Context: an optimization exercise on an open-source flow, tuned for small area and a short achievable clock period. The choices shown serve that exercise and are no tape-out recipe. Where RTL was checked, it was by simulation tests only, not by an equivalence proof against the original. Only the layout flow was run in runs 4 and 5; the RTL was not checked for function there. No activity file was given, so power comes from the tool's default toggle rates.

$ cat flow/design.v
`timescale 1ns / 1ps
`timescale 1ns / 1ps
module TMemory(
    input           clk,
    input           rst,
    input           write_en,
    input  [15:0]   hi,          
    input  [15:0]   lo,          
    input  [7:0]    write_data,
    output [7:0]    read_data
    );
    localparam integer NWORDS = 256;
    localparam integer NINIT  = 109;
    localparam [NINIT*8-1:0] INIT = {
        256'h4C6FB3A128F532FAFDC0E5FD0017D40E5C54FB5CD49E2BF1A4931D3AC7AEA9EC,
        256'h0902C0251609522DD8BBA80AEF965CD4FE965C549B86C0F53A373886C025A66F,
        256'hD3285517F4F5325517A4E35CA4C36FB3F1CEC21704090200670220FDC0F5329A,
        104'hF0A12BA1C8F1A4B31186F0B102
    };
    wire [7:0] d_set = write_data | {8{rst}};
    wire [7:0] d_clr = write_data & ~{8{rst}};
    reg  [NWORDS*8-1:0] MEM;
    wire [NWORDS-1:0]   sel;
    wire [15:0]         whi = hi & {16{write_en}};
    wire [NWORDS-1:0]   wen;
    genvar k, j;
    generate
        for (k = 0; k < NWORDS; k = k + 1) begin : g_word
            assign sel[k] = whi[k / 16] & lo[k % 16];
            if (k < NINIT) begin : g_init
                assign wen[k] = sel[k] | rst;
                for (j = 0; j < 8; j = j + 1) begin : g_bit
                    wire d = INIT[k*8+j] ? d_set[j] : d_clr[j];
                    always @(posedge clk)
                        MEM[k*8+j] <= (wen[k] & d) | (~wen[k] & MEM[k*8+j]);
                end
            end else begin : g_plain
                assign wen[k] = sel[k];
                for (j = 0; j < 8; j = j + 1) begin : g_bit
                    always @(posedge clk)
                        MEM[k*8+j] <= (wen[k] & write_data[j]) | (~wen[k] & MEM[k*8+j]);
                end
            end
        end
        for (j = 0; j < 8; j = j + 1) begin : g_rd
            wire [15:0] g;
            genvar i, w;
            for (i = 0; i < 16; i = i + 1) begin : g_grp
                wire [15:0] t;
                for (w = 0; w < 16; w = w + 1) begin : g_t
                    assign t[w] = lo[w] & MEM[(16*i+w)*8+j];
                end
                assign g[i] = hi[i] & (|t);
            end
            assign read_data[j] = |g;
        end
    endgenerate
endmodule
`timescale 1ns / 1ps
`timescale 1ns / 1ps
module Core_FSM(
    input      [3:0]    state,
    input      [3:0]    impact,
    output reg [3:0]    nextstate
    );
    always @(*) begin
        nextstate = state;
        case ({state, impact})
            8'h00: nextstate = 4'h2;
            8'h08: nextstate = 4'h6;
            8'h09: nextstate = 4'hA;
            8'h0F: nextstate = 4'hD;
            8'h1F: nextstate = 4'h0;
            8'h1B: nextstate = 4'h3;
            8'h1C: nextstate = 4'h8;
            8'h12: nextstate = 4'hB;
            8'h2B: nextstate = 4'h1;
            8'h2F: nextstate = 4'h5;
            8'h26: nextstate = 4'h7;
            8'h20: nextstate = 4'h9;
            8'h2C: nextstate = 4'hE;
            8'h3A: nextstate = 4'h4;
            8'h36: nextstate = 4'hF;
            8'h4F: nextstate = 4'h1;
            8'h41: nextstate = 4'h7;
            8'h45: nextstate = 4'hC;
            8'h5C: nextstate = 4'h0;
            8'h53: nextstate = 4'h2;
            8'h5F: nextstate = 4'h4;
            8'h52: nextstate = 4'h8;
            8'h61: nextstate = 4'h1;
            8'h62: nextstate = 4'h5;
            8'h63: nextstate = 4'h8;
            8'h69: nextstate = 4'hB;
            8'h6F: nextstate = 4'hE;
            8'h6E: nextstate = 4'hF;
            8'h70: nextstate = 4'h0;
            8'h7C: nextstate = 4'h2;
            8'h75: nextstate = 4'h5;
            8'h73: nextstate = 4'hA;
            8'h8A: nextstate = 4'h1;
            8'h8D: nextstate = 4'h3;
            8'h83: nextstate = 4'h7;
            8'h8B: nextstate = 4'hB;
            8'h82: nextstate = 4'hD;
            8'h90: nextstate = 4'h4;
            8'h91: nextstate = 4'h6;
            8'h9E: nextstate = 4'hC;
            8'h9A: nextstate = 4'hE;
            8'hA3: nextstate = 4'h2;
            8'hAF: nextstate = 4'h5;
            8'hAA: nextstate = 4'h8;
            8'hA1: nextstate = 4'hD;
            8'hBA: nextstate = 4'h1;
            8'hB5: nextstate = 4'h4;
            8'hBD: nextstate = 4'h8;
            8'hB9: nextstate = 4'hE;
            8'hCE: nextstate = 4'h3;
            8'hC9: nextstate = 4'h6;
            8'hCA: nextstate = 4'h9;
            8'hCF: nextstate = 4'hB;
            8'hC0: nextstate = 4'hE;
            8'hD2: nextstate = 4'h0;
            8'hD5: nextstate = 4'h2;
            8'hD9: nextstate = 4'h3;
            8'hDE: nextstate = 4'h5;
            8'hDF: nextstate = 4'hA;
            8'hEF: nextstate = 4'h1;
            8'hED: nextstate = 4'h4;
            8'hEC: nextstate = 4'h7;
            8'hFC: nextstate = 4'h3;
            8'hFA: nextstate = 4'h6;
            8'hF0: nextstate = 4'hA;
            8'hF4: nextstate = 4'hC;
            default: ;
        endcase
    end
endmodule
`timescale 1ns / 1ps
module OnboardTop(
    input   [15:0]  SW,
    output  [15:0]  LED,
    input           RST,
    input           JB_TCK,
    input           JB_TMS,
    input           JB_TDI,
    output          JB_TDO,
    output          JA_1,
    output          JA_2,
    output          JA_3,
    output          JA_4,
    output          JA_5,
    output          JC_1,
    output          JC_2,
    output          JC_3,
    output          JC_4
    );
    wire TCK = JB_TCK;
    wire TMS = JB_TMS;
    wire TDI = JB_TDI;
    localparam [3:0] S_TLR   = 4'd0,  S_RTI   = 4'd1,  S_SELDR = 4'd2,  S_CAPDR = 4'd3;
    localparam [3:0] S_SHDR  = 4'd4,  S_EX1DR = 4'd5,  S_PDR   = 4'd6,  S_EX2DR = 4'd7;
    localparam [3:0] S_UPDR  = 4'd8,  S_SELIR = 4'd9,  S_CAPIR = 4'd10, S_SHIR  = 4'd11;
    localparam [3:0] S_EX1IR = 4'd12, S_PIR   = 4'd13, S_EX2IR = 4'd14, S_UPIR  = 4'd15;
    localparam [3:0] CMD_BYPASS   = 4'b1111;
    localparam [3:0] CMD_SAMPLE   = 4'b0001;
    localparam [3:0] CMD_EXTEST   = 4'b0010;
    localparam [3:0] CMD_INTEST   = 4'b0011;
    localparam [3:0] CMD_IDCODE   = 4'b0100;
    localparam [3:0] CMD_RUNBIST  = 4'b0101;
    localparam [3:0] CMD_DATALOAD = 4'b0110;
    localparam [3:0] CMD_ADDRLOAD = 4'b0111;
    localparam [31:0] IDCODE = 32'hDEAD104D;
    localparam [2:0] B_IDLE = 3'd0, B_INIT = 3'd1, B_ASK = 3'd2, B_GET = 3'd3;
    localparam [2:0] B_IMP  = 3'd4, B_VER  = 3'd5, B_WAIT = 3'd6;
    reg  [3:0]  ts;          
    reg         clk_DR;      
    reg         clk_IR;      
    reg  [3:0]  sir;         
    reg         i_bypass;    
    reg         i_idcode;    
    reg         i_bsr;       
    reg         it;          
    reg         i_addr;      
    reg         i_dload;     
    reg         i_bist;      
    reg         bypass;
    reg  [5:0]  idcnt;       
    reg  [8:0]  sbsr;        
    reg  [4:0]  mbsr;        
    reg  [15:0] sr;          
    reg  [15:0] maddr;       
    reg         mrst;        
    reg         we;          
    reg         ben;         
    reg         tdo_q;
    reg  [4:0]  ja_q;        
    reg         sw_sel;      
    reg  [2:0]  bs;          
    reg  [7:0]  q;           
    reg  [7:0]  rdq;         
    reg  [15:0] q_hi;        
    reg  [15:0] q_lo;        
    reg         lastw;       
    reg         mis_q;       
    reg         done;
    reg  [3:0]  ref_data;
    reg  [3:0]  imp_data;
    reg  [4:0]  impact;
    reg         sig_f;       
    reg         sig_nl;      
    reg  [3:0]  sig_res;     
    reg  [3:0]  cstate;      
    reg         cclk_q;
    reg [3:0] ts_n;
    always @(*) begin
        ts_n = ts;
        if (RST) begin
            ts_n = S_TLR;
        end else begin
            case (ts)
            S_TLR:   if (!TMS) ts_n = S_RTI;
            S_RTI:   if (TMS)  ts_n = S_SELDR;
            S_SELDR: ts_n = TMS ? S_SELIR : S_CAPDR;
            S_CAPDR: ts_n = TMS ? S_EX1DR : S_SHDR;
            S_SHDR:  if (TMS)  ts_n = S_EX1DR;
            S_EX1DR: ts_n = TMS ? S_UPDR : S_PDR;
            S_PDR:   if (TMS)  ts_n = S_EX2DR;
            S_EX2DR: ts_n = TMS ? S_UPDR : S_SHDR;
            S_UPDR:  ts_n = TMS ? S_SELDR : S_RTI;
            S_SELIR: ts_n = TMS ? S_TLR : S_CAPIR;
            S_CAPIR: ts_n = TMS ? S_EX1IR : S_SHIR;
            S_SHIR:  if (TMS)  ts_n = S_EX1IR;
            S_EX1IR: ts_n = TMS ? S_UPIR : S_PIR;
            S_PIR:   if (TMS)  ts_n = S_EX2IR;
            S_EX2IR: ts_n = TMS ? S_UPIR : S_SHIR;
            S_UPIR:  ts_n = TMS ? S_SELDR : S_RTI;
            endcase
        end
    end
    wire shDR = (ts == S_SHDR);
    wire shIR = (ts == S_SHIR);
    wire updDR = (ts == S_UPDR);
    wire clk_DR_n = (ts_n == S_CAPDR) ? 1'b1 :
                    (ts_n == S_EX1DR || ts_n == S_TLR) ? 1'b0 : clk_DR;
    wire clk_IR_n = (ts_n == S_CAPIR) ? 1'b1 :
                    (ts_n == S_EX1IR || ts_n == S_TLR) ? 1'b0 : clk_IR;
    wire [3:0] sir_n = RST ? CMD_IDCODE :
                       (clk_IR && shIR) ? {TDI, sir[3:1]} : sir;
    wire [3:0] ir_src = (ts_n == S_UPIR) ? sir : CMD_IDCODE;
    wire upd_ir = RST || (ts_n == S_UPIR);
    wire i_bypass_n = upd_ir ? (ir_src == CMD_BYPASS) : i_bypass;
    wire i_idcode_n = upd_ir ? (ir_src == CMD_IDCODE) : i_idcode;
    wire i_bsr_n    = upd_ir ? (ir_src == CMD_SAMPLE || ir_src == CMD_EXTEST || ir_src == CMD_INTEST) : i_bsr;
    wire it_n       = upd_ir ? (ir_src == CMD_INTEST) : it;
    wire i_addr_n   = upd_ir ? (ir_src == CMD_ADDRLOAD) : i_addr;
    wire i_dload_n  = upd_ir ? (ir_src == CMD_DATALOAD) : i_dload;
    wire rb_n       = upd_ir ? (ir_src == CMD_RUNBIST) : i_bist;
    wire i_sr     = i_addr | i_dload | i_bist;
    wire byp_n = (clk_DR && i_bypass) ? (shDR & TDI) : bypass;
    wire [5:0] idcnt_n = !(clk_DR && i_idcode) ? idcnt :
                         !shDR ? 6'd0 :
                         idcnt[5] ? idcnt : idcnt + 6'd1;
    wire id_bit_n = idcnt_n[5] | IDCODE[idcnt_n[4:0]];
    wire [8:0] sbsr_n = RST ? 9'd0 :
                        !(clk_DR && i_bsr) ? sbsr :
                        shDR ? {TDI, sbsr[8:1]} : {SW[15:11], cstate};
    wire [4:0] mbsr_n = RST ? 5'd0 :
                        (ts_n == S_UPDR) ? sbsr[8:4] : mbsr;
    wire [13:0] signature = {sig_f, sig_nl, imp_data & {4{sig_f}}, ref_data & {4{sig_f}}, sig_res};
    wire [15:0] sr_cap = i_addr ? maddr : i_bist ? {2'b00, signature} : 16'd0;
    wire [15:0] sr_n = !(clk_DR && i_sr) ? sr :
                       shDR ? {TDI & ~i_bist, sr[15:1]} : sr_cap;
    wire [7:0] start_addr = maddr[15:8];
    wire [7:0] end_addr   = maddr[7:0];
    wire tdo_dr_n = i_bypass ? byp_n :
                    i_idcode ? id_bit_n :
                    i_bsr    ? sbsr_n[0] :
                    i_sr     ? sr_n[0] : 1'b0;
    wire tdo_n = ((ts_n == S_SHIR) & sir_n[0]) | ((ts_n == S_SHDR) & tdo_dr_n);
    wire [7:0] rd;
    wire [3:0] cnext;
    reg [2:0] bs_n;
    always @(*) begin
        bs_n = bs;
        if (RST) begin
            bs_n = B_IDLE;
        end else begin
            case (bs)
            B_IDLE: if (ben) bs_n = B_INIT;
            B_INIT: bs_n = ben ? B_ASK : B_IDLE;
            B_ASK:  bs_n = !ben ? B_IDLE : done ? B_WAIT : B_GET;
            B_GET:  bs_n = ben ? B_IMP : B_IDLE;
            B_IMP:  bs_n = ben ? B_VER : B_IDLE;
            B_VER:  bs_n = !ben ? B_IDLE : sig_f ? B_WAIT : B_ASK;
            B_WAIT: if (!ben) bs_n = B_IDLE;
            default: bs_n = B_IDLE;
            endcase
        end
    end
    wire       past_end = (q > end_addr);
    wire       at_end   = (q == end_addr);
    wire       mismatch = (cnext != ref_data);
    reg [4:0] impact_n;
    always @(*) begin
        impact_n = impact;
        case (bs_n)
        B_IDLE: impact_n = 5'd0;
        B_GET:  impact_n = {1'b0, rdq[7:4]};
        B_IMP:  impact_n[4] = 1'b1;
        B_VER:  impact_n[4] = 1'b0;
        default: ;
        endcase
    end
    wire [7:0] q_n = (bs_n == B_INIT) ? start_addr :
                     (bs_n == B_GET)  ? q + 8'd1 :
                     (ts_n == S_UPDR && i_dload) ? sr[15:8] : q;
    always @(posedge TCK) begin
        bs     <= bs_n;
        impact <= impact_n;
        rdq    <= rd;
        q    <= q_n;
        q_hi <= 16'd1 << q_n[7:4];
        q_lo <= 16'd1 << q_n[3:0];
        case (bs_n)
        B_ASK:  done <= past_end;
        B_IMP:  mis_q <= mismatch;
        B_GET: begin
            lastw    <= at_end;
            imp_data <= rdq[7:4];
            ref_data <= rdq[3:0];
        end
        default: ;
        endcase
        if (RST || bs_n == B_INIT) begin
            sig_f   <= 1'b0;
            sig_nl  <= 1'b0;
        end else if (bs_n == B_ASK) begin
            if (past_end)
                sig_nl <= 1'b0;
        end else if (bs_n == B_VER) begin
            sig_f   <= mis_q;
            sig_nl  <= !lastw;
        end
        if (RST || bs_n == B_INIT)
            sig_res <= 4'd0;
        else if (bs == B_VER && sig_f)
            sig_res <= cstate;
    end
    wire [4:0] to_core = i_bist ? impact : it ? mbsr : SW[15:11];
    wire       cstep = to_core[4] & ~cclk_q;
    Core_FSM cfsm1(
        .state(cstate),
        .impact(to_core[3:0]),
        .nextstate(cnext)
    );
    always @(posedge TCK) begin
        cclk_q <= to_core[4];
        if (RST)
            cstate <= 4'd0;
        else if (cstep)
            cstate <= cnext;
    end
    always @(posedge TCK) begin
        ts     <= ts_n;
        clk_DR <= clk_DR_n;
        clk_IR <= clk_IR_n;
        sir    <= sir_n;
        i_bypass <= i_bypass_n;
        i_idcode <= i_idcode_n;
        i_bsr    <= i_bsr_n;
        it       <= it_n;
        i_addr   <= i_addr_n;
        i_dload  <= i_dload_n;
        i_bist   <= rb_n;
        bypass <= byp_n;
        idcnt  <= idcnt_n;
        sbsr   <= sbsr_n;
        mbsr   <= mbsr_n;
        sr     <= sr_n;
        mrst   <= (ts_n == S_TLR);
        we     <= (ts_n == S_UPDR) && i_dload;
        ben    <= rb_n && (ts_n == S_RTI);
        tdo_q  <= tdo_n;
        ja_q   <= rb_n ? impact_n : it_n ? mbsr_n : 5'd0;
        sw_sel <= !rb_n && !it_n;
        if (mrst)
            maddr <= {8'h00, 8'h6C};
        else if (updDR && i_addr)
            maddr <= sr;
    end
    TMemory tmem1(
        .clk(TCK),
        .rst(mrst),
        .write_en(we),
        .hi(q_hi),
        .lo(q_lo),
        .write_data(sr[7:0]),
        .read_data(rd)
    );
    wire [4:0] ja = ja_q | (SW[15:11] & {5{sw_sel}});
    assign JB_TDO = tdo_q;
    assign LED[15:12] = cstate;
    assign LED[11:5]  = 7'b0000000;
    assign LED[4:0]   = impact;
    assign JA_1 = ja[4];
    assign JA_2 = ja[3];
    assign JA_3 = ja[2];
    assign JA_4 = ja[1];
    assign JA_5 = ja[0];
    assign JC_1 = cstate[3];
    assign JC_2 = cstate[2];
    assign JC_3 = cstate[1];
    assign JC_4 = cstate[0];
endmodule
$ cat flow/run.sh
#!/bin/bash
# synth_recipe.tcl (not shown) runs the flow's synth.tcl, then flattens the netlist and writes it again
# the make line also repeats each setting of config.mk as NAME=value (left out here)
make -C /OpenROAD-flow-scripts/flow DESIGN_CONFIG=/design/flow/config.mk WORK_HOME=/design/flow/orfs CLKGATE_MAP_FILE= SYNTH_SCRIPT=/design/flow/synth_recipe.tcl finish
$ cat flow/config.mk
export PLATFORM = sky130hd
export DESIGN_NAME = OnboardTop
export DESIGN_NICKNAME = OnboardTop
export VERILOG_FILES = /design/flow/design.v
export SDC_FILE = /design/flow/constraint.sdc
export NUM_CORES = 8
export LEC_CHECK = 0
export CAP_MARGIN = 20
export CORE_MARGIN = 2
export CORE_UTILIZATION = 50
export CTS_CLUSTER_DIAMETER = 80
export CTS_CLUSTER_SIZE = 30
export SETUP_SLACK_MARGIN = 3.8
export SLEW_MARGIN = 20
$ cat flow/constraint.sdc
create_clock -name core_clock -period 7.0 [get_ports {JB_TCK}]
set_input_delay 1.4000 -clock core_clock [delete_from_list [all_inputs] [get_ports {JB_TCK}]]
set_output_delay 1.4000 -clock core_clock [all_outputs]
set_load 0.01 [all_outputs]
==> notes.md, run 1 <==
status=complete, no violations; multi-input logic area=roughly 17,000 um2; total of max-cap violations=0; fin util=54.87%; vias in the first global route=around 46,000; VDD IR max=approximately 0.20 mV; die height=410.9 um; most frequent cell after synthesis=edfxtp_1; CTS root buffer=clkbuf_16; RSZ-0062 raised after global routing=true; min Tclk post-route=between 3 and 4 ns; hold depth=0; FF-to-FF Start=q_lo[7]$_SDFF_PP0_; Primary FF master, synth=edfxtp_1; Hold Path Class=flop to flop; Worst setup EP type=flop; core footprint=around 160,000 um2; sequential share of the synthesized area=between 70% and 80%; CP delay by family, top=simple AND/OR/NAND/NOR gates; Top-Level Pins=46; drt total wl=~240,000 um; CP cell instances=buf_8 > mux2_4 > o21ai_4 > buf_12 > mux2_4 > nand4_1 > o211ai_1 > or4_4 > a41oi_4 > xor2_1 > nand4_1; Worst Tran Pin Value=1.166 ns; Lkg Pwr=~29 nW; slowest library cell on the worst path=or4_4; worst r2r path cells=7; DR vias/cell=6.794; Register-to-Register Setup Slack=3.76 ns; initial antenna violation count=6; global route overflow=0; WP data arrival=approximately 3.8 ns; H-tree levels=3; Critical Path Max Stage Delay=0.58 ns; Post-synth EDFFs=approximately 2,100; ranking of synthesized cells by instance count=edfxtp_1 (2,079), a22oi_1 (446), a22o_1 (319); Critical Path RT=roughly 7.5 ns; clock sink count=2,206; global-route wire length before repair=about 340,000 um; top post-synthesis cells by area=edfxtp_1 (75%), a22oi_1 (4.0%), a22o_1 (3.4%), a221oi_1 (3.4%), dfxtp_1 (3.1%); Fin Clk Skew=around 0.041 ns; Yosys top cell area share=75.43%; Vias=a little under 50,000; Final Hold Viols=0; die width=just over 400 um; Setup CP Type=input port to flop; Fill cells=approximately 13,000; HPWL Detailed=133,500 um; drt initial violations=between 6,000 and 7,000; Initial Util=~50%; worst hold path endpoint=ref_data[2]$_DFFE_PP_; port bufs=27; Setup TNS=0 ns; Critical R2R Capture=rdq[7]$_DFF_P_; Cell Rows=around 150; min-delay src=rdq[2]$_DFF_P_; average size of a mapped cell=approximately 17 um2; Fmax=300.5 MHz; max-slew violation count=0; Worst Path Buf+Inv=2; largest net degree at the start of global routing=between 150 and 200; Synth Register Bits=roughly 2,200; clk slew on worst S/H paths=0.11 ns; Post-route DRC=0; Reg area=65,060 um2; post-route ant nets=0; PD cells=about 270 nW/um2; final setup fails=0; worst rel slew slack=approximately 22%; fin area=between 90,000 and 100,000 um2; Avg WL per Cell=approximately 34 um; synthesized instance count=4,889; area growth from synthesis to layout=9.134%; crit path launch type=input port; Clock Latency Late Sink=a little under 0.8 ns; Netlist cell types=82; CTS tree=yes; TritonRoute pass-1 iters=5; Die ar.=168,800 um2; final period utilization=between 40% and 50%; Final #Nets=4,863; dpl cell area=85,450 um2; gpl congestion=between 0.8 and 0.9; cell taking the most area after synthesis=edfxtp_1; Total Routing Usage GR=27.56%; CTS max path bufs=3; Design Power=~24 mW; share of cells above drive strength 1=10.45%; mapped cell area=between 80,000 and 90,000 um2; Synthesis Warnings=3; Inserted Clock Buffers=approximately 110; Fin Hold WS=between 0.4 and 0.5 ns; Post-synth ARST share=0%; Max Fanout on Critical Path=11
cell usage in the layout (no fill, tap or decap), types with 9 or more instances in the layout:
cell	count
clkinv_8	11
nor4_1	14
a211oi_1	12
inv_1	30
o21ai_0	87
o21ai_1	27
ha_1	10
nor2_1	101
and3_1	152
edfxtp_1	2079
a22oi_1	444
nor2b_1	9
nand2_1	107
nand3_1	105
a221oi_1	313
nor3_1	24
clkdlybuf4s50_1	9
mux2i_1	31
nor2b_4	9
clkbuf_16	107
buf_4	138
dfxtp_1	101
a21oi_1	30
buf_12	23
clkinv_4	9
nand4_1	154
inv_6	16
nand2b_1	14
o21a_1	9
or2_2	14
inv_8	21
a22o_1	319
buf_6	19
a21o_1	116
and2_1	11
dfxtp_4	22
routing by layer:
layer  track usage (%)  wire length, um  up-vias
met5                 0               13        -
met2             43.49           112700     2415
met4             5.977             4611        2
met1             40.59            99370    25490
li1                  -                -    20110
met3             4.568            22500      215
per-stage QoR:
stage	instances	setup slack (ns)
after global routing	7099	3.589
after global placement	6833	2.018
after CTS	7064	3.735
final	7100	3.672
after detailed placement	6833	2.057
after floorplan	4895	3.247
area by class of cell:
type                            count  share of cell area [%]
Timing Repair Buffer              211                   2.320
Multi-Input combinational cell   2276                   18.41
Clock inverter                     77                   1.114
Antenna cell                        1                0.002771
Clock buffer                      107                   2.941
Inverter                           33                  0.1455
Tap cell                         2189                   3.032
Sequential cell                  2206                   72.03
cells by family (layout without fill, tap and decap cells):
| group | after synthesis | count (layout) | share of synthesized area [%] |
|---|---|---|---|
| compound gates | 1435 | 1437 | 13.66 |
| xor+xnor | 12 | 12 | 0.1270 |
| fa+ha+maj | 10 | 10 | 0.1512 |
| buf+inv | 415 | 428 | 2.005 |
| flops | 2206 | 2206 | 78.50 |
| mux | 41 | 41 | 0.5201 |
| other cells | 1 | 8 | 0.004531 |
| simple gates | 769 | 769 | 5.025 |
worst max path at each step:
stage / startpoint / end / slack, ns / cells after the start
after global placement: SW[13] / mis_q$_DFFE_PP_ / 2.02 / 10
after global routing: SW[11] / mis_q$_DFFE_PP_ / 3.59 / 12
after CTS: SW[12] / mis_q$_DFFE_PP_ / 3.74 / 11
after detailed placement: SW[13] / mis_q$_DFFE_PP_ / 2.06 / 10
after floorplan: sr[3]$_DFFE_PP_ / flop / 3.25 / 1
final: SW[12] / mis_q$_DFFE_PP_ / 3.67 / 11
where the power goes:
part | internal (mW) | leakage (nW) | switching [mW]
clock network | 3.17 | 1.79 | 4.52
logic | 0.310 | 7.13 | 0.947
registers | 15.1 | 20.2 | 0.220
total | 18.6 | 29.1 | 5.69
repair_timing:
action	4_1_cts	5_1_grt
pin swaps	22	16
setup buffers	44	33
hold buffers	0	0
setup endpoints to repair	73	53
gates resized for setup	139	41
cloned	3	1
worst register-to-register path: stages, from the launching register on:
cell,delay [ns]
dfxtp_4,0.52
buf_4,0.35
a221oi_1,0.53
nand3_1,0.20
o21ai_0,0.52
nand4_1,0.43
nor2_2,0.43
nand4_1,0.13
==> run 2: changes to the inputs <==
--- a/flow/design.v
+++ b/flow/design.v
@@ -3,11 +3,14 @@
 module TMemory(
     input           clk,
     input           rst,
-    input           write_en,
+    input           rst_n,       
+    input  [15:0]   whi,         
     input  [15:0]   hi,          
     input  [15:0]   lo,          
+    input  [15:0]   lo_n,        
     input  [7:0]    write_data,
-    output [7:0]    read_data
+    input           par,
+    output [7:0]    read_raw
     );
     localparam integer NWORDS = 256;
     localparam integer NINIT  = 109;
@@ -17,28 +20,29 @@
         256'hD3285517F4F5325517A4E35CA4C36FB3F1CEC21704090200670220FDC0F5329A,
         104'hF0A12BA1C8F1A4B31186F0B102
     };
-    wire [7:0] d_set = write_data | {8{rst}};
-    wire [7:0] d_clr = write_data & ~{8{rst}};
+    wire [7:0] c_wr  = write_data ^ {8{par}};
+    wire [7:0] c_one = rst ? {8{~par}} : c_wr;      
+    wire [7:0] c_zer = rst ? {8{par}}  : c_wr;      
     reg  [NWORDS*8-1:0] MEM;
-    wire [NWORDS-1:0]   sel;
-    wire [15:0]         whi = hi & {16{write_en}};
-    wire [NWORDS-1:0]   wen;
+    wire [NWORDS-1:0]   wen;         
+    wire [NWORDS-1:0]   keep;        
     genvar k, j;
     generate
         for (k = 0; k < NWORDS; k = k + 1) begin : g_word
-            assign sel[k] = whi[k / 16] & lo[k % 16];
             if (k < NINIT) begin : g_init
-                assign wen[k] = sel[k] | rst;
+                assign wen[k]  = (whi[k / 16] & ~lo_n[k % 16]) | rst;
+                assign keep[k] = ~(whi[k / 16] & lo[k % 16]) & rst_n;
                 for (j = 0; j < 8; j = j + 1) begin : g_bit
-                    wire d = INIT[k*8+j] ? d_set[j] : d_clr[j];
+                    wire c = INIT[k*8+j] ? c_one[j] : c_zer[j];
                     always @(posedge clk)
-                        MEM[k*8+j] <= (wen[k] & d) | (~wen[k] & MEM[k*8+j]);
+                        MEM[k*8+j] <= ~((wen[k] | MEM[k*8+j]) & (keep[k] | c));
                 end
             end else begin : g_plain
-                assign wen[k] = sel[k];
+                assign wen[k]  = whi[k / 16] & ~lo_n[k % 16];
+                assign keep[k] = ~(whi[k / 16] & lo[k % 16]);
                 for (j = 0; j < 8; j = j + 1) begin : g_bit
                     always @(posedge clk)
-                        MEM[k*8+j] <= (wen[k] & write_data[j]) | (~wen[k] & MEM[k*8+j]);
+                        MEM[k*8+j] <= ~((wen[k] | MEM[k*8+j]) & (keep[k] | c_wr[j]));
                 end
             end
         end
@@ -48,11 +52,11 @@
             for (i = 0; i < 16; i = i + 1) begin : g_grp
                 wire [15:0] t;
                 for (w = 0; w < 16; w = w + 1) begin : g_t
-                    assign t[w] = lo[w] & MEM[(16*i+w)*8+j];
+                    assign t[w] = lo_n[w] | MEM[(16*i+w)*8+j];
                 end
-                assign g[i] = hi[i] & (|t);
+                assign g[i] = hi[i] & (&t);
             end
-            assign read_data[j] = |g;
+            assign read_raw[j] = |g;
         end
     endgenerate
 endmodule
@@ -191,7 +195,6 @@
     reg  [15:0] sr;          
     reg  [15:0] maddr;       
     reg         mrst;        
-    reg         we;          
     reg         ben;         
     reg         tdo_q;
     reg  [4:0]  ja_q;        
@@ -199,10 +202,13 @@
     reg  [2:0]  bs;          
     reg  [7:0]  q;           
     reg  [7:0]  rdq;         
+    reg         par;         
     reg  [15:0] q_hi;        
     reg  [15:0] q_lo;        
+    reg  [15:0] q_lo_n;      
+    reg  [15:0] q_wh;        
+    reg         mrst_n;      
     reg         lastw;       
-    reg         mis_q;       
     reg         done;
     reg  [3:0]  ref_data;
     reg  [3:0]  imp_data;
@@ -278,7 +284,8 @@
                     i_bsr    ? sbsr_n[0] :
                     i_sr     ? sr_n[0] : 1'b0;
     wire tdo_n = ((ts_n == S_SHIR) & sir_n[0]) | ((ts_n == S_SHDR) & tdo_dr_n);
-    wire [7:0] rd;
+    wire [7:0] rd_raw;
+    wire [7:0] rdv = rdq ^ {8{~par}};    
     wire [3:0] cnext;
     reg [2:0] bs_n;
     always @(*) begin
@@ -292,7 +299,7 @@
             B_ASK:  bs_n = !ben ? B_IDLE : done ? B_WAIT : B_GET;
             B_GET:  bs_n = ben ? B_IMP : B_IDLE;
             B_IMP:  bs_n = ben ? B_VER : B_IDLE;
-            B_VER:  bs_n = !ben ? B_IDLE : sig_f ? B_WAIT : B_ASK;
+            B_VER:  bs_n = !ben ? B_IDLE : fail_now ? B_WAIT : B_ASK;
             B_WAIT: if (!ben) bs_n = B_IDLE;
             default: bs_n = B_IDLE;
             endcase
@@ -300,13 +307,13 @@
     end
     wire       past_end = (q > end_addr);
     wire       at_end   = (q == end_addr);
-    wire       mismatch = (cnext != ref_data);
+    wire       fail_now = (cstate != ref_data);
     reg [4:0] impact_n;
     always @(*) begin
         impact_n = impact;
         case (bs_n)
         B_IDLE: impact_n = 5'd0;
-        B_GET:  impact_n = {1'b0, rdq[7:4]};
+        B_GET:  impact_n = {1'b0, rdv[7:4]};
         B_IMP:  impact_n[4] = 1'b1;
         B_VER:  impact_n[4] = 1'b0;
         default: ;
@@ -318,34 +325,37 @@
     always @(posedge TCK) begin
         bs     <= bs_n;
         impact <= impact_n;
-        rdq    <= rd;
+        rdq    <= rd_raw;
+        par    <= ~par;
         q    <= q_n;
         q_hi <= 16'd1 << q_n[7:4];
         q_lo <= 16'd1 << q_n[3:0];
+        q_wh <= ((ts_n == S_UPDR) && i_dload) ? (16'd1 << q_n[7:4]) : 16'd0;
+        q_lo_n <= ~(16'd1 << q_n[3:0]);
         case (bs_n)
         B_ASK:  done <= past_end;
-        B_IMP:  mis_q <= mismatch;
         B_GET: begin
             lastw    <= at_end;
-            imp_data <= rdq[7:4];
-            ref_data <= rdq[3:0];
+            imp_data <= rdv[7:4];
+            ref_data <= rdv[3:0];
         end
         default: ;
         endcase
         if (RST || bs_n == B_INIT) begin
             sig_f   <= 1'b0;
             sig_nl  <= 1'b0;
-        end else if (bs_n == B_ASK) begin
-            if (past_end)
+            sig_res <= 4'd0;
+        end else begin
+            if (bs_n == B_ASK && past_end)
                 sig_nl <= 1'b0;
-        end else if (bs_n == B_VER) begin
-            sig_f   <= mis_q;
-            sig_nl  <= !lastw;
+            else if (bs_n == B_VER)
+                sig_nl <= !lastw;
+            if (bs == B_VER) begin
+                sig_f <= fail_now;
+                if (fail_now)
+                    sig_res <= cstate;
+            end
         end
-        if (RST || bs_n == B_INIT)
-            sig_res <= 4'd0;
-        else if (bs == B_VER && sig_f)
-            sig_res <= cstate;
     end
     wire [4:0] to_core = i_bist ? impact : it ? mbsr : SW[15:11];
     wire       cstep = to_core[4] & ~cclk_q;
@@ -379,7 +389,7 @@
         mbsr   <= mbsr_n;
         sr     <= sr_n;
         mrst   <= (ts_n == S_TLR);
-        we     <= (ts_n == S_UPDR) && i_dload;
+        mrst_n <= (ts_n != S_TLR);
         ben    <= rb_n && (ts_n == S_RTI);
         tdo_q  <= tdo_n;
         ja_q   <= rb_n ? impact_n : it_n ? mbsr_n : 5'd0;
@@ -392,11 +402,14 @@
     TMemory tmem1(
         .clk(TCK),
         .rst(mrst),
-        .write_en(we),
+        .rst_n(mrst_n),
+        .whi(q_wh),
         .hi(q_hi),
         .lo(q_lo),
+        .lo_n(q_lo_n),
         .write_data(sr[7:0]),
-        .read_data(rd)
+        .par(par),
+        .read_raw(rd_raw)
     );
     wire [4:0] ja = ja_q | (SW[15:11] & {5{sw_sel}});
     assign JB_TDO = tdo_q;
--- a/flow/config.mk
+++ b/flow/config.mk
@@ -5,6 +5,7 @@
 export SDC_FILE = /design/flow/constraint.sdc
 export NUM_CORES = 8
 export LEC_CHECK = 0
+export ABC_AREA = 1
 export CAP_MARGIN = 20
 export CORE_MARGIN = 2
 export CORE_UTILIZATION = 50
==> run 2 against run 1 <==
  * Still clean on timing, DRC and antenna
  * Die area shrank 5.7%
  * Global-route usage is 6.9 points higher
  * Clock power is 2.9% higher
  * Critical path type is now flop to flop
  * Critical endpoint is now rdq[3]$_DFF_P_
==> notes.md, run 2 <==
average size of a mapped cell=about 9.2 um2; Fin Clk Skew=around 0.048 ns; Hold Path Class=flop to flop; area growth from synthesis to layout=7.768%; RSZ-0062 raised after global routing=true; Avg WL per Cell=about 28 um; Fmax=around 300 MHz; Final Hold Viols=0; Worst setup EP type=flop; Vias=approximately 70,000; crit path launch type=flop; sequential share of the synthesized area=57.81%; Max Fanout on Critical Path=between 100 and 150; Critical R2R Capture=rdq[3]$_DFF_P_; Register-to-Register Setup Slack=between 3 and 4 ns; hold buffers post-CTS=0; status=complete, no violations; final period utilization=46.96%; global route overflow=0; Cell Rows=approximately 140; commonest non-fill, non-tap cell in the layout=o22ai_1; Biggest register=tmem1.MEM; hold depth=1; Post-synth EDFFs=30; most frequent cell after synthesis=o22ai_1; Die ar.=approximately 160,000 um2; Worst Tran Pin Value=roughly 1.3 ns; Critical Path RT=7.73 ns; Primary FF master, synth=dfxtp_1; largest net degree at the start of global routing=roughly 150; worst setup path startpoint=q_lo_n[4]$_DFF_P_; Largest register FFs=about 2,000; cell taking the most area after synthesis=dfxtp_1; Top-Level Pins=46; total of max-cap violations=0; worst r2r path cells=8; fin cells=a little over 10,000; Inserted Clock Buffers=about 110; port bufs=27; Final #Nets=8,200; min Tclk post-route=3.287 ns; VDD IR max=~0.25 mV; FF-to-FF Start=q_lo_n[4]$_DFF_P_; CP cell instances=buf_12 > nor2_1 > nor4_1 > nand4_1 > nand4_1 > nor3_1 > clkbuf_4 > nand3_1; Clock Latency Late Sink=0.79 ns; drt total wl=between 200,000 and 300,000 um; CTS tree=yes; H-tree levels=3; top post-synthesis cells by area=dfxtp_1 (57%), o22ai_1 (20%), nor2_1 (6.2%), clkbuf_1 (2.5%), nor4_1 (2.2%); Netlist cell types=59; mapped cell area=~80,000 um2; Synthesis Warnings=3; Post-Place Cells=around 10,000; die height=between 300 and 400 um; Critical Path Max Stage Delay=0.63 ns; synthesized instance count=between 8,000 and 9,000; Setup TNS=0 ns; global-route wire length before repair=420,300 um; Initial Util=50.47%; HPWL Detailed=170,300 um; worst hold path endpoint=tmem1.MEM[435]$_DFF_P_; Setup CP Type=flop to flop; drt initial violations=8,510; core footprint=between 150,000 and 200,000 um2; Synth Register Bits=roughly 2,200; share of cells above drive strength 1=6.266%; DR vias/cell=around 7; worst rel slew slack=approximately 16%; Critical Path Most Common Cell=nand4_1; CTS root buffer=clkbuf_16; final setup fails=0; post-route ant nets=0; PD cells=~330 nW/um2; initial antenna violation count=7; max-slew violation count=0; die width=around 400 um; Yosys top cell area share=about 57%; Total Routing Usage GR=around a third; Post-route DRC=0; ranking of synthesized cells by instance count=o22ai_1 (2,516), dfxtp_1 (2,208), nor2_1 (1,281); min-delay src=tmem1.MEM[435]$_DFF_P_; most frequent cells in the layout=o22ai_1 (2,516), dfxtp_1 (2,166), nor2_1 (1,272); clk slew on worst S/H paths=roughly 0.11 ns; TritonRoute pass-1 iters=6; slowest library cell on the worst path=dfxtp_4; clock sink count=2,238; gpl congestion=0.8954; CTS max path bufs=3; WP data arrival=about 4.0 ns; Lkg Pwr=~31 nW; vias in the first global route=63,910; Post-synth ARST share=0%
[run 2: cell types whose count changed after synthesis, moves of 115 or more]
cell / before / now
a21oi_1: 33 / 167
dfxtp_1: 127 / 2208
o22ai_1: 5 / 2516
nor2_1: 109 / 1281
nand2_1: 112 / 401
edfxtp_1: 2079 / 30
a22oi_1: 446 / 1
and3_1: 154 / 0
nor4_1: 18 / 272
a21o_1: 116 / 1
a221oi_1: 317 / 2
clkbuf_1: 292 / 515
a22o_1: 319 / 0
[run 2: how the worst max path moves through the flow]
| stage | to | slack, ns | cells after the start |
|---|---|---|---|
| finish | rdq[3]$_DFF_P_ | 3.71 | 8 |
| global route | JA_4 | 3.76 | 4 |
| CTS | LED[0] | 3.80 | 1 |
| detailed placement | q_lo[15]$_DFF_P_ | 1.82 | 14 |
| global placement | q_lo[15]$_DFF_P_ | 1.85 | 14 |
| floorplan | q_lo_n[10]$_DFF_P_ | 3.86 | 14 |
[run 2: final cells by class]
type	count	area (um2)
tap	2044	2557
clock buffer	115	2791
fill	14170	70500
clock inverter	75	985.9
timing repair buffer	156	1715
sequential	2238	45210
multi-input combinational	5498	30170
inverter	169	651.9
antenna	2	5.005
[run 2: timing repair]
action | in CTS | in global routing
setup buffers | 18 | 16
pin swaps | 7 | 4
endpoints found under the setup margin | 94 | 297
cloned | 1 | 1
resized for setup | 87 | 41
[run 2: logic make-up after synthesis]
family	Yosys count	share of synthesized area (%)
AOI/OAI and AO/OA	3045	24.19
and+or+nand+nor	2405	13.56
DFF	2238	57.81
buffers and inverters	796	3.930
xor gates and xnor gates	26	0.2919
adders and majority gates	10	0.1604
muxes	4	0.05132
other	1	0.004806
[run 2: layer usage]
layer,track usage (%),part of all wire (%),vias up
li1,-,-,31420
met1,48.58,42,34870
met2,52.07,43,3429
met3,6.389,9.6,594
met4,14.27,4.8,4
met5,0,0.0086,-
[run 2: worst max-delay path: cells and delay by family (launching register included)]
kind	cells	cell delay, ns
buffers and inverters	2	0.56
AND/OR/NAND/NOR	6	1.72
flip-flops	1	0.63
[run 2: where the power goes]
group / total (mW) / internal (mW) / switching, mW / leakage, nW
sequential: 15.5 / 14.4 / 1.13 / 18.8
combinational: 4.70 / 1.45 / 3.25 / 10.6
clock: 7.91 / 3.22 / 4.69 / 1.82
total: 28.1 / 19.0 / 9.07 / 31.2
[run 2: stage by stage]
stage                     util (%)  cell area (um2)  setup WS [ns]  total power, mW  hold WS, ns
after global routing         54.39            84080          3.761            28.97       0.4653
after floorplan                  -            78050          3.862            18.20       0.4260
after global placement       51.47            79570          1.850            20.01       0.4331
after CTS                    54.12            83670          3.800            27.85       0.4545
final                        54.39            84080          3.713            28.12       0.4534
after detailed placement     51.47            79570          1.817            20.13       0.4403
==> run 3: changes to the inputs <==
--- a/flow/design.v
+++ b/flow/design.v
@@ -4,7 +4,7 @@
     input           clk,
     input           rst,
     input           rst_n,       
-    input  [15:0]   whi,         
+    input  [3:0]    we4,         
     input  [15:0]   hi,          
     input  [15:0]   lo,          
     input  [15:0]   lo_n,        
@@ -24,10 +24,14 @@
     wire [7:0] c_one = rst ? {8{~par}} : c_wr;      
     wire [7:0] c_zer = rst ? {8{par}}  : c_wr;      
     reg  [NWORDS*8-1:0] MEM;
+    wire [15:0]         whi;
     wire [NWORDS-1:0]   wen;         
     wire [NWORDS-1:0]   keep;        
     genvar k, j;
     generate
+        for (k = 0; k < 16; k = k + 1) begin : g_whi
+            assign whi[k] = hi[k] & we4[k / 4];
+        end
         for (k = 0; k < NWORDS; k = k + 1) begin : g_word
             if (k < NINIT) begin : g_init
                 assign wen[k]  = (whi[k / 16] & ~lo_n[k % 16]) | rst;
@@ -206,7 +210,7 @@
     reg  [15:0] q_hi;        
     reg  [15:0] q_lo;        
     reg  [15:0] q_lo_n;      
-    reg  [15:0] q_wh;        
+    reg  [3:0]  we4;         
     reg         mrst_n;      
     reg         lastw;       
     reg         done;
@@ -330,7 +334,7 @@
         q    <= q_n;
         q_hi <= 16'd1 << q_n[7:4];
         q_lo <= 16'd1 << q_n[3:0];
-        q_wh <= ((ts_n == S_UPDR) && i_dload) ? (16'd1 << q_n[7:4]) : 16'd0;
+        we4  <= ((ts_n == S_UPDR) && i_dload) ? (4'd1 << q_n[7:6]) : 4'd0;
         q_lo_n <= ~(16'd1 << q_n[3:0]);
         case (bs_n)
         B_ASK:  done <= past_end;
@@ -403,7 +407,7 @@
         .clk(TCK),
         .rst(mrst),
         .rst_n(mrst_n),
-        .whi(q_wh),
+        .we4(we4),
         .hi(q_hi),
         .lo(q_lo),
         .lo_n(q_lo_n),
--- a/flow/config.mk
+++ b/flow/config.mk
@@ -5,7 +5,6 @@
 export SDC_FILE = /design/flow/constraint.sdc
 export NUM_CORES = 8
 export LEC_CHECK = 0
-export ABC_AREA = 1
 export CAP_MARGIN = 20
 export CORE_MARGIN = 2
 export CORE_UTILIZATION = 50
==> run 3 against run 2 <==
  * Fmax is 5.8% lower
  * Sequential power hardly changed
  * First-iteration DRC count is 49% higher
==> notes.md, run 3 <==
hold depth=1; Synth Register Bits=around 2,200; RSZ-0062 raised after global routing=true; Hold Path Class=flop to flop; CTS max path bufs=3; final period utilization=49.86%; Net Sw Frac=29.84%; Worst setup EP type=flop; core footprint=about 150,000 um2; Primary FF master, synth=dfxtp_1; Fmax=286.5 MHz; Post-synth EDFFs=30; Lkg Pwr=~30 nW; Die ar.=157,300 um2; Setup TNS=0 ns; Int Power=18.82 mW; DP Worst Slack=~2.3 ns; min-delay src=tmem1.MEM[405]$_DFF_P_; Fill cells=around 14,000; H-tree levels=3; final setup fails=0; Largest register FFs=2,048; worst hold path endpoint=tmem1.MEM[405]$_DFF_P_; WP data arrival=about 4.3 ns; VDD IR max=0.2326 mV; fin area=84,220 um2; Worst Tran Pin Value=between 1 and 1.5 ns; max-slew violation count=0; Netlist cell types=90; worst r2r path cells=6; CTS root buffer=clkbuf_16; Avg WL per Cell=39.70 um; Fin Clk Skew=~0.063 ns; ranking of synthesized cells by instance count=o22ai_1 (2,647), dfxtp_1 (2,196), clkbuf_1 (517); min Tclk post-route=~3.5 ns; drt initial violations=12,690; area growth from synthesis to layout=9.315%; global route overflow=0; clock sink count=approximately 2,200; hold buffers post-CTS=0; Max Fanout on Critical Path=28; port bufs=27; drt total wl=roughly 380,000 um; DR vias/cell=~7.8; Final Hold Viols=0; Post-synth ARST share=0%; most frequent cells in the layout=o22ai_1 (2,647), dfxtp_1 (2,166), nor2_1 (320); commonest non-fill, non-tap cell in the layout=o22ai_1; Final #Nets=between 7,000 and 8,000; gpl congestion=about 1.0; top post-synthesis cells by area=dfxtp_1 (57%), o22ai_1 (21%), clkbuf_1 (2.5%), o22a_1 (1.9%), nor2_1 (1.7%); FF-to-FF Start=q_lo_n[3]$_DFF_P_; Sw Pwr=roughly 8 mW; initial antenna violation count=39; synthesized instance count=around 7,600; Total Routing Usage GR=between 40 and 50%; Setup CP Type=flop to flop; Vias=between 70,000 and 80,000; Critical Path RT=roughly 8 ns; Cell Rows=approximately 140; Register-to-Register Setup Slack=between 3 and 4 ns; post-route ant nets=0; Top-Level Pins=46; TritonRoute pass-1 iters=6; Fin Hold WS=around 0.43 ns; total of max-cap violations=0; die height=around 400 um; Inserted Clock Buffers=approximately 110; Biggest register=tmem1.MEM; mapped cell area=77,050 um2; combinational power share=between 10% and 20%; cell taking the most area after synthesis=dfxtp_1; share of cells above drive strength 1=roughly 7.9%; Initial Util=roughly half; clock share of power=between 30% and 40%; HPWL Detailed=223,600 um; crit path launch type=flop; sequential share of power=between 50% and 60%; CTS tree=yes; worst rel slew slack=roughly a tenth; Yosys top cell area share=57.06%; PD cells=around 320 nW/um2; Critical R2R Capture=rdq[1]$_DFF_P_; average size of a mapped cell=between 10 and 15 um2; die width=396.6 um; dpl cell area=79,350 um2; Post-route DRC=0; largest net degree at the start of global routing=100; status=complete, no violations; most frequent cell after synthesis=o22ai_1; vias in the first global route=between 60,000 and 70,000; global-route wire length before repair=roughly 510,000 um; Synthesis Warnings=3; worst setup margin=between 3 and 4 ns; sequential share of the synthesized area=between 50% and 60%; Clock Latency Late Sink=0.86 ns; clk slew on worst S/H paths=between 0.1 and 0.15 ns
[run 3: changes by cell type after synthesis, sizes merged, moves of 80 or more]
cell,delta
nor2,-947
a21oi,-134
o22a,+163
nand3,-119
o21ai,-131
o21bai,+103
nor4,-164
o221ai,+95
o22ai,+131
nor3,+80
o2111ai,+104
nand2,-155
inv,-117
a21boi,+109
[run 3: logic make-up after synthesis]
logic type	after synthesis	synth area share, %
compound gates	3519	30.40
xor+xnor	48	0.5456
fa+ha+maj	10	0.1624
buf+inv	694	3.586
flops	2226	58.23
mux	39	0.5570
other cells	1	0.004867
simple gates	1070	6.515
[run 3: worst max-delay path, stage by stage (launching register included)]
cell and delay, ns:
dfxtp_4 0.79, buf_4 0.59, o22ai_1 0.21, nor4_1 0.51, o2111ai_1 0.62, nand4_1 0.51, or4_1 0.16
[run 3: metrics by stage]
step | total power [mW] | util, % | cells
finish | 26.82 | 54.87 | 9491
floorplan | 17.44 | - | 7613
global route | 27.49 | 54.82 | 9460
detailed placement | 18.76 | 51.69 | 9221
CTS | 26.52 | 54.39 | 9430
global placement | 18.63 | 51.53 | 9209
[run 3: power by group through the flow]
stage                     clock network, mW  logic (mW)  registers (mW)
after floorplan                           0        2.14            15.3
after global placement                    0        3.01            15.6
after detailed placement                  0        3.09            15.7
after CTS                              8.03        3.11            15.4
after global routing                   8.49        3.43            15.6
final                                  8.11        3.27            15.4
[run 3: worst max path at each step]
| stage | start | end | cells after the start |
|---|---|---|---|
| detailed placement | JB_TMS | q_lo[10]$_DFF_P_ | 9 |
| global route | q_hi[10]$_SDFF_PN0_ | tmem1.MEM[1290]$_DFF_P_ | 4 |
| finish | q_lo_n[3]$_DFF_P_ | rdq[1]$_DFF_P_ | 6 |
| CTS | SW[14] | JA_2 | 3 |
| global placement | JB_TMS | q_lo[10]$_DFF_P_ | 9 |
| floorplan | SW[14] | cstate[1]$_SDFFE_PP0P_ | 11 |
[run 3: cell type report]
class | count | area (um2) | share of cell area (%)
Clock inverter | 77 | 1037 | 1.232
Multi-Input combinational cell | 4693 | 30010 | 35.63
Antenna cell | 38 | 95.09 | 0.1129
Tap cell | 2044 | 2557 | 3.036
Inverter | 45 | 168.9 | 0.2005
Clock buffer | 118 | 2813 | 3.340
Timing Repair Buffer | 250 | 2585 | 3.069
Sequential cell | 2226 | 44960 | 53.38
[run 3: routing by layer]
metal | vias to the layer above | wire, um | GRT usage, %
li1 | 29740 | - | -
met1 | 35950 | 138500 | 57.83
met2 | 6503 | 146000 | 60.54
met3 | 1562 | 58910 | 19.71
met4 | 34 | 33040 | 33.17
met5 | - | 427 | 1.139
[run 3: timing repair]
item | 4_1_cts | 5_1_grt
gates cloned | 0 | 2
endpoints found under the hold margin | 0 | 0
resized for setup | 85 | 59
buffers inserted | 14 | 17
endpoints found under the setup margin | 233 | 326
pin swaps | 5 | 10
==> run 4: changes to the inputs <==
--- a/flow/design.v
+++ b/flow/design.v
@@ -7,7 +7,7 @@
     input  [3:0]    we4,         
     input  [15:0]   hi,          
     input  [15:0]   lo,          
-    input  [15:0]   lo_n,        
+    input  [31:0]   lo_n,        
     input  [7:0]    write_data,
     input           par,
     output [7:0]    read_raw
@@ -34,7 +34,7 @@
         end
         for (k = 0; k < NWORDS; k = k + 1) begin : g_word
             if (k < NINIT) begin : g_init
-                assign wen[k]  = (whi[k / 16] & ~lo_n[k % 16]) | rst;
+                assign wen[k]  = (whi[k / 16] & ~lo_n[(k / 128) * 16 + k % 16]) | rst;
                 assign keep[k] = ~(whi[k / 16] & lo[k % 16]) & rst_n;
                 for (j = 0; j < 8; j = j + 1) begin : g_bit
                     wire c = INIT[k*8+j] ? c_one[j] : c_zer[j];
@@ -42,7 +42,7 @@
                         MEM[k*8+j] <= ~((wen[k] | MEM[k*8+j]) & (keep[k] | c));
                 end
             end else begin : g_plain
-                assign wen[k]  = whi[k / 16] & ~lo_n[k % 16];
+                assign wen[k]  = whi[k / 16] & ~lo_n[(k / 128) * 16 + k % 16];
                 assign keep[k] = ~(whi[k / 16] & lo[k % 16]);
                 for (j = 0; j < 8; j = j + 1) begin : g_bit
                     always @(posedge clk)
@@ -56,7 +56,7 @@
             for (i = 0; i < 16; i = i + 1) begin : g_grp
                 wire [15:0] t;
                 for (w = 0; w < 16; w = w + 1) begin : g_t
-                    assign t[w] = lo_n[w] | MEM[(16*i+w)*8+j];
+                    assign t[w] = lo_n[(i / 8) * 16 + w] | MEM[(16*i+w)*8+j];
                 end
                 assign g[i] = hi[i] & (&t);
             end
@@ -209,7 +209,7 @@
     reg         par;         
     reg  [15:0] q_hi;        
     reg  [15:0] q_lo;        
-    reg  [15:0] q_lo_n;      
+    reg  [31:0] q_lo_n;      
     reg  [3:0]  we4;         
     reg         mrst_n;      
     reg         lastw;       
@@ -335,7 +335,7 @@
         q_hi <= 16'd1 << q_n[7:4];
         q_lo <= 16'd1 << q_n[3:0];
         we4  <= ((ts_n == S_UPDR) && i_dload) ? (4'd1 << q_n[7:6]) : 4'd0;
-        q_lo_n <= ~(16'd1 << q_n[3:0]);
+        q_lo_n <= ~(32'd1 << {q_n[7], q_n[3:0]});
         case (bs_n)
         B_ASK:  done <= past_end;
         B_GET: begin
==> run 4 against run 3 <==
  * Sequential power fell by 3%
  * Highest routed layer unchanged
  * Largest power group unchanged
  * Via count rose by 0.79%
  * Combinational power shrank about 30%
  * Setup slack worse by 0.034 ns
  * Wire length is 0.65% higher
  * Count of clock-buffer cells in the layout down 1
  * Global-route usage rose by 0.36 points
==> notes.md, run 4 <==
status=complete, no violations; area growth from synthesis to layout=9.492%; worst r2r path cells=7; clock sink count=2,242; Worst Tran Pin Value=between 1 and 1.5 ns; cell taking the most area after synthesis=dfxtp_1; CP cell instances=buf_6 > o22a_1 > o221ai_1 > nor3_1 > o2111ai_1 > nand4_1 > or4_1; sequential share of the synthesized area=roughly three fifths; Avg WL per Cell=between 30 and 40 um; Worst setup EP type=flop; die width=397.5 um; hold depth=1; top post-synthesis cells by area=dfxtp_1 (57%), o22ai_1 (22%), clkbuf_1 (2.7%), o22a_1 (1.9%), nor2_1 (1.8%); WL met1=roughly 140,000 um; max-slew violation count=0; drt total wl=about 380,000 um; Largest register FFs=2,048; Int Power=around 18 mW; total of max-cap violations=0; met3 wire len=between 50,000 and 60,000 um; sequential share of power=about 59%; Fin Hold WS=between 0.4 and 0.5 ns; worst setup margin=3.476 ns; Net Sw Frac=between 20 and 30%; FF-to-FF Start=q_lo_n[20]$_DFF_P_; biggest regs=tmem1.MEM (2048), q_lo_n (32); H-tree levels=3; worst hold path endpoint=tmem1.MEM[400]$_DFF_P_; Yosys top cell area share=a little under three fifths; drt initial violations=between 10,000 and 15,000; Hold Path Class=flop to flop; Setup TNS=0 ns; TritonRoute pass-1 iters=9; min Tclk post-route=roughly 3.5 ns; Synth Register Bits=2,242; min-delay src=tmem1.MEM[400]$_DFF_P_; CTS tree=yes; WL met2=149,000 um; most frequent cells in the layout=o22ai_1 (2,664), dfxtp_1 (2,162), nor2_1 (335); Fmax=between 200 and 300 MHz; worst rel slew slack=under 10%; CTS max path bufs=3; PD cells=298.9 nW/um2; Inserted Clock Buffers=109; Primary FF master, synth=dfxtp_1; Cell Rows=144; vias in the first global route=about 66,000; Biggest register=tmem1.MEM; final setup fails=0; Design Power=25.34 mW; Sw Pwr=7.127 mW; share of cells above drive strength 1=under 10%; Register-to-Register Setup Slack=about 3.5 ns; slowest library cell on the worst path=dfxtp_4; clock share of power=about a third; CTS root buffer=clkbuf_16; Post-synth EDFFs=30; WP data arrival=4.28 ns; die height=around 400 um; Critical R2R Capture=rdq[2]$_DFF_P_; gpl congestion=1.019; Synthesis Warnings=3; Fin Clk Skew=between 0.06 and 0.07 ns; largest net degree at the start of global routing=a little over 90; Final Hold Viols=0; Die ar.=158,000 um2; Netlist cell types=87; ranking of synthesized cells by instance count=o22ai_1 (2,664), dfxtp_1 (2,212), clkbuf_1 (549); DP Worst Slack=1.565 ns; VDD IR max=~0.24 mV; most frequent cell after synthesis=o22ai_1; Initial Util=50.31%; commonest non-fill, non-tap cell in the layout=o22ai_1; DR vias/cell=7.772; Total Routing Usage GR=45.83%; mapped cell area=just under 80,000 um2; combinational power share=9.0%; crit path launch type=flop; clk slew on worst S/H paths=approximately 0.11 ns; synthesized instance count=approximately 7,700; average size of a mapped cell=a little over 10 um2; global route overflow=0; Max Fanout on Critical Path=46; Fill cells=roughly 14,000; hold buffers post-CTS=0; RSZ-0062 raised after global routing=true; global-route wire length before repair=just over 500,000 um; final period utilization=a little over 50%; Vias=about 74,000; Lkg Pwr=slightly below 30 nW; initial antenna violation count=40; Critical Path Max Stage Delay=roughly 0.70 ns; HPWL Detailed=roughly 230,000 um; Clock Latency Late Sink=0.84 ns; core footprint=around 150,000 um2; max layer used=met5; Top-Level Pins=46; Final #Nets=about 7,400; Post-synth ARST share=0%; port bufs=27; Critical Path RT=between 7 and 8 ns; post-route ant nets=0; Post-route DRC=0; Setup CP Type=flop to flop
==> run 4: changes by cell type after synthesis, moves of 13 or more <==
cell | previous run | this run
nor2_1 | 345 | 367
buf_1 | 96 | 70
dfxtp_1 | 2196 | 2212
o22ai_1 | 2647 | 2664
nand2_1 | 258 | 297
clkbuf_1 | 517 | 549
inv_1 | 44 | 31
==> run 4: layout make-up <==
class / instances / area, um2 / area share, %
flip-flops and latches: 2242 / 45330 / 53.48
diodes: 39 / 97.59 / 0.1151
clock buffers: 117 / 2874 / 3.391
repair buffers: 257 / 2386 / 2.815
multi-input cells: 4759 / 30340 / 35.79
inverters: 35 / 151.4 / 0.1786
clock inverters: 77 / 1030 / 1.215
well taps: 2044 / 2557 / 3.017
==> run 4: power by group through the flow <==
stage	Clock [mW]	Sequential [mW]	Combinational, mW
final	8.19	14.9	2.28
after global routing	8.58	15.0	2.40
after CTS	8.13	14.8	2.19
after detailed placement	0	15.1	2.16
after global placement	0	15.1	2.09
after floorplan	0	14.8	1.54
==> run 4: routing by layer <==
metal / up-vias / track usage [%]
met3: 1484 / 18.82
met5: - / 1.786
met4: 26 / 30.96
li1: 30020 / -
met1: 36430 / 59.43
met2: 6422 / 61.56
==> run 4: critical path, delay by kind of cell (launching register included) <==
kind | cells | cell delay, ns
simple gates | 3 | 1.34
compound gates | 3 | 0.77
flops | 1 | 0.70
buf+inv | 1 | 0.55
==> run 4: logic make-up after synthesis <==
family | share of synthesized area (%)
flip-flops | 58.36
buffers and inverters | 3.467
adder cells (fa/ha/maj) | 0.1616
AO/OA/AOI/OAI | 30.27
multiplexers | 0.5252
other | 0.004844
AND/OR/NAND/NOR | 6.746
XOR/XNOR | 0.4639
==> run 4: worst max-delay path by stage <==
stage / cells after the start / slack (ns) / startpoint / to
final: 7 / 3.48 / q_lo_n[20]$_DFF_P_ / rdq[2]$_DFF_P_
after CTS: 3 / 3.80 / SW[14] / JA_2
after floorplan: 10 / 3.41 / RST / q_lo_n[16]$_DFF_P_
after detailed placement: 12 / 1.56 / JB_TMS / we4[3]$_SDFF_PN0_
after global placement: 12 / 1.57 / JB_TMS / we4[3]$_SDFF_PN0_
after global routing: 9 / 3.72 / ts[0]$_DFF_P_ / tdo_q$_DFF_P_
==> run 4: repair_timing <==
action | 4_1_cts | 5_1_grt
gates cloned | 1 | 2
resized for setup | 119 | 59
endpoints found under the setup margin | 112 | 216
pin swaps | 19 | 14
buffers inserted | 31 | 8
==> run 4: through the flow <==
| stage | area, um2 | instances | util (%) |
|---|---|---|---|
| floorplan | 77590 | 7686 | - |
| global placement | 79670 | 9289 | 51.78 |
| detailed placement | 79800 | 9294 | 51.86 |
| CTS | 84230 | 9520 | 54.74 |
| global route | 84680 | 9535 | 55.03 |
| finish | 84770 | 9570 | 55.09 |
==> run 5: changes to the inputs <==
--- a/flow/config.mk
+++ b/flow/config.mk
@@ -5,6 +5,7 @@
 export SDC_FILE = /design/flow/constraint.sdc
 export NUM_CORES = 8
 export LEC_CHECK = 0
+export ABC_AREA = 1
 export CAP_MARGIN = 20
 export CORE_MARGIN = 2
 export CORE_UTILIZATION = 50
==> run 5 against run 4 <==
  * Clock power decreased by 3.1%
  * Via count decreased by 5.7%
  * Largest cell class unchanged
  * Largest power group unchanged
  * Sequential cell count unchanged
  * Highest routed layer unchanged
==> notes.md, run 5 <==
global-route wire length before repair=around 420,000 um; Design Power=between 30 and 40 mW; status=complete, no violations; sequential share of the synthesized area=57.40%; Yosys top cell area share=56.25%; Critical Path Max Stage Delay=approximately 0.7 ns; biggest regs=tmem1.MEM (2048), q_lo_n (32); drt total wl=~280,000 um; final period utilization=46.37%; Worst Path Buf+Inv=1; Worst Tran Pin Value=about 1.2 ns; Primary FF master, synth=dfxtp_1; ranking of synthesized cells by instance count=o22ai_1 (2,511), dfxtp_1 (2,212), nor2_1 (1,200); largest net degree at the start of global routing=150; global route overflow=0; Post-synth ARST share=0%; crit path launch type=flop; Setup CP Type=flop to flop; commonest non-fill, non-tap cell in the layout=o22ai_1; fin util=a little over half; Fill cells=approximately 14,000; vias in the first global route=between 60,000 and 70,000; Cell Rows=145; min Tclk post-route=between 3 and 4 ns; Reg area=between 40,000 and 50,000 um2; CP cell instances=buf_4 > o22ai_1 > nor4_1 > nand4_1 > nand4_1 > nor2_1 > nand2_1; CP delay by family, top=simple AND/OR/NAND/NOR gates; final setup fails=0; HPWL Detailed=about 170,000 um; Biggest register=tmem1.MEM; RSZ-0062 raised after global routing=true; Initial Util=between 50% and 60%; drt initial violations=8,353; PD cells=356.3 nW/um2; die width=400.8 um; Setup TNS=0 ns; Synthesis Warnings=3; die height=400.8 um; H-tree levels=3; WP data arrival=3.93 ns; Fmax=308.1 MHz; max-slew violation count=0; most frequent cells in the layout=o22ai_1 (2,511), dfxtp_1 (2,173), nor2_1 (1,196); Critical Path Most Common Cell=nand4_1; mapped cell area=78,720 um2; Lkg Pwr=approximately 32 nW; Total Routing Usage GR=between 30% and 40%; CTS root buffer=clkbuf_16; post-route ant nets=0; Final Hold Viols=0; CTS tree=yes; slowest library cell on the worst path=dfxtp_4; core footprint=between 150,000 and 200,000 um2; Max Fanout on Critical Path=37; Hold Path Class=flop to flop; Inserted Clock Buffers=109; total of max-cap violations=0; Top-Level Pins=46; DR vias/cell=6.718; gpl congestion=a little under 0.9; cell taking the most area after synthesis=dfxtp_1; multi-input logic area=30,300 um2; TritonRoute pass-1 iters=6; Critical Path RT=7.68 ns; clk slew on worst S/H paths=around 0.1 ns; most frequent cell after synthesis=o22ai_1; Netlist cell types=58; Post-route DRC=0; Final #Nets=~8,300; Largest register FFs=roughly 2,000; Synth Register Bits=2,242; synthesized instance count=approximately 8,600; Avg WL per Cell=26.95 um; clock sink count=2,242; CTS max path bufs=3; average size of a mapped cell=between 9 and 10 um2; Fin Clk Skew=0.04898 ns; initial antenna violation count=9; top post-synthesis cells by area=dfxtp_1 (56%), o22ai_1 (20%), nor2_1 (5.7%), clkbuf_1 (2.5%), nand2_1 (2.2%); hold buffers post-CTS=0; share of cells above drive strength 1=approximately 6.3%; area growth from synthesis to layout=7.273%; Register-to-Register Setup Slack=3.75 ns; Clock Latency Late Sink=between 0.7 and 0.8 ns; Worst setup EP type=flop; Vias=70,130; VDD IR max=~0.26 mV; port bufs=27; worst rel slew slack=~22%; Post-synth EDFFs=30; Die ar.=160,600 um2
## run 5: changes by cell type in the layout (fill, tap and decap cells not counted), moves of 150 or more
| cell | change |
|---|---|
| nor2_1 | +861 |
| inv_1 | +208 |
| nor4_1 | +168 |
| o22ai_1 | -153 |
| o22a_1 | -150 |
| nand2_1 | +201 |
## run 5: path summary, 6_finish.rpt
check,from,cells after the start,to
worst max-delay path,q_lo_n[26]$_DFF_P_,7,rdq[2]$_DFF_P_
worst min-delay path,tmem1.MEM[417]$_DFF_P_,1,tmem1.MEM[417]$_DFF_P_
worst max register to register,q_lo_n[26]$_DFF_P_,7,rdq[2]$_DFF_P_
worst min register to register,tmem1.MEM[417]$_DFF_P_,1,tmem1.MEM[417]$_DFF_P_
## run 5: where the power goes
part	switching, mW	internal (mW)	total (mW)
logic	4.30	1.86	6.16
registers	1.34	14.6	16.0
clock network	4.70	3.24	7.94
total	10.3	19.7	30.1
## run 5: cell families (layout without fill, tap and decap cells)
logic type               after synthesis  in the layout  synth area share, %
AO/OA/AOI/OAI                       3052           3054                24.11
AND/OR/NAND/NOR                     2412           2412                13.58
flip-flops                          2242           2242                57.40
buffers and inverters                904            624                4.449
XOR/XNOR                              26             26               0.2893
adder cells (fa/ha/maj)               10             10               0.1589
other                                  1             12             0.004764
multiplexers                           1              1              0.01430
## run 5: worst reg2reg max path, cell delays in order (launching register included)
cell	delay, ns
dfxtp_4	0.71
buf_4	0.66
o22ai_1	0.24
nor4_1	0.54
nand4_1	0.24
nand4_1	0.45
nor2_1	0.11
nand2_1	0.20
## run 5: what timing repair did
action / in CTS / in global routing
setup endpoints to repair: 728 / 128
buffers inserted: 9 / 6
pin swaps: 8 / 5
gates resized for setup: 81 / 27
gates cloned: 4 / 0
## run 5: stage by stage
stage	hold WS, ns	instances	cell area (um2)	setup slack, ns
2_1_floorplan	0.4260	8654	78740	3.943
3_3_place_gp	0.4333	10220	80220	1.993
3_5_place_dp	0.4404	10220	80250	2.024
4_1_cts	0.4553	10430	84260	3.702
5_1_grt	0.4664	10430	84430	3.755
6_report	0.4516	10440	84450	3.754
## run 5: final cells by class
type                            count  area share, %
Timing Repair Buffer              145          1.608
Multi-Input combinational cell   5510          35.88
Antenna cell                        5        0.01482
Timing Repair inverter              1       0.007408
Clock buffer                      114          3.289
Tap cell                         2058          3.049
Clock inverter                     81          1.245
Inverter                          283          1.282
Sequential cell                  2242          53.62
## run 5: routing by layer
layer / GRT usage (%) / wire length, um / vias up
li1: - / - / 31770
met1: 46.37 / 119900 / 34590
met2: 51.03 / 124400 / 3152
met3: 5.224 / 22990 / 601
met4: 14.82 / 13900 / 8
met5: 0 / 50 / -

## what the ideal ports hide
Ports are ideal in the flow. The routed layouts listed here were re-timed in OpenROAD. Step 1 sets driving cells, clkbuf_16 on the clock port and buf_2 on the other inputs (assumed; they add their load-dependent delay and slew). Step 2 moves the port delays by t, midway between the first and last clock arrival at a register: inputs arrive t later, outputs are due t later. That takes back most of the time a late clock gives input paths. a / b / c = ideal ports / drivers / drivers and shift; a / b = the first two.
| run | t (ns) | setup slack, ns | hold WS [ns] | worst data-port slew with drivers (ns) |
|---|---|---|---|---|
| run 1 | 0.841 | 3.672 / 3.716 / 2.875 | 0.410 / 0.410 / 0.410 | 0.05 |
| run 2 | 0.859 | 3.713 / 3.713 / 3.270 | 0.453 / 0.453 / 0.453 | 0.05 |
| run 3 | 0.904 | 3.510 / 3.510 / 3.079 | 0.434 / 0.434 / 0.434 | 0.06 |
| run 4 | 0.883 | 3.476 / 3.476 / 3.020 | 0.437 / 0.437 / 0.437 | 0.06 |
| run 5 | 0.846 | 3.754 / 3.754 / 3.275 | 0.452 / 0.452 / 0.452 | 0.07 |
After both steps every run listed still meets setup and hold. The setup slack of run 1, which loses most, moves by +0.044 ns with the drivers and by -0.797 ns with both steps.
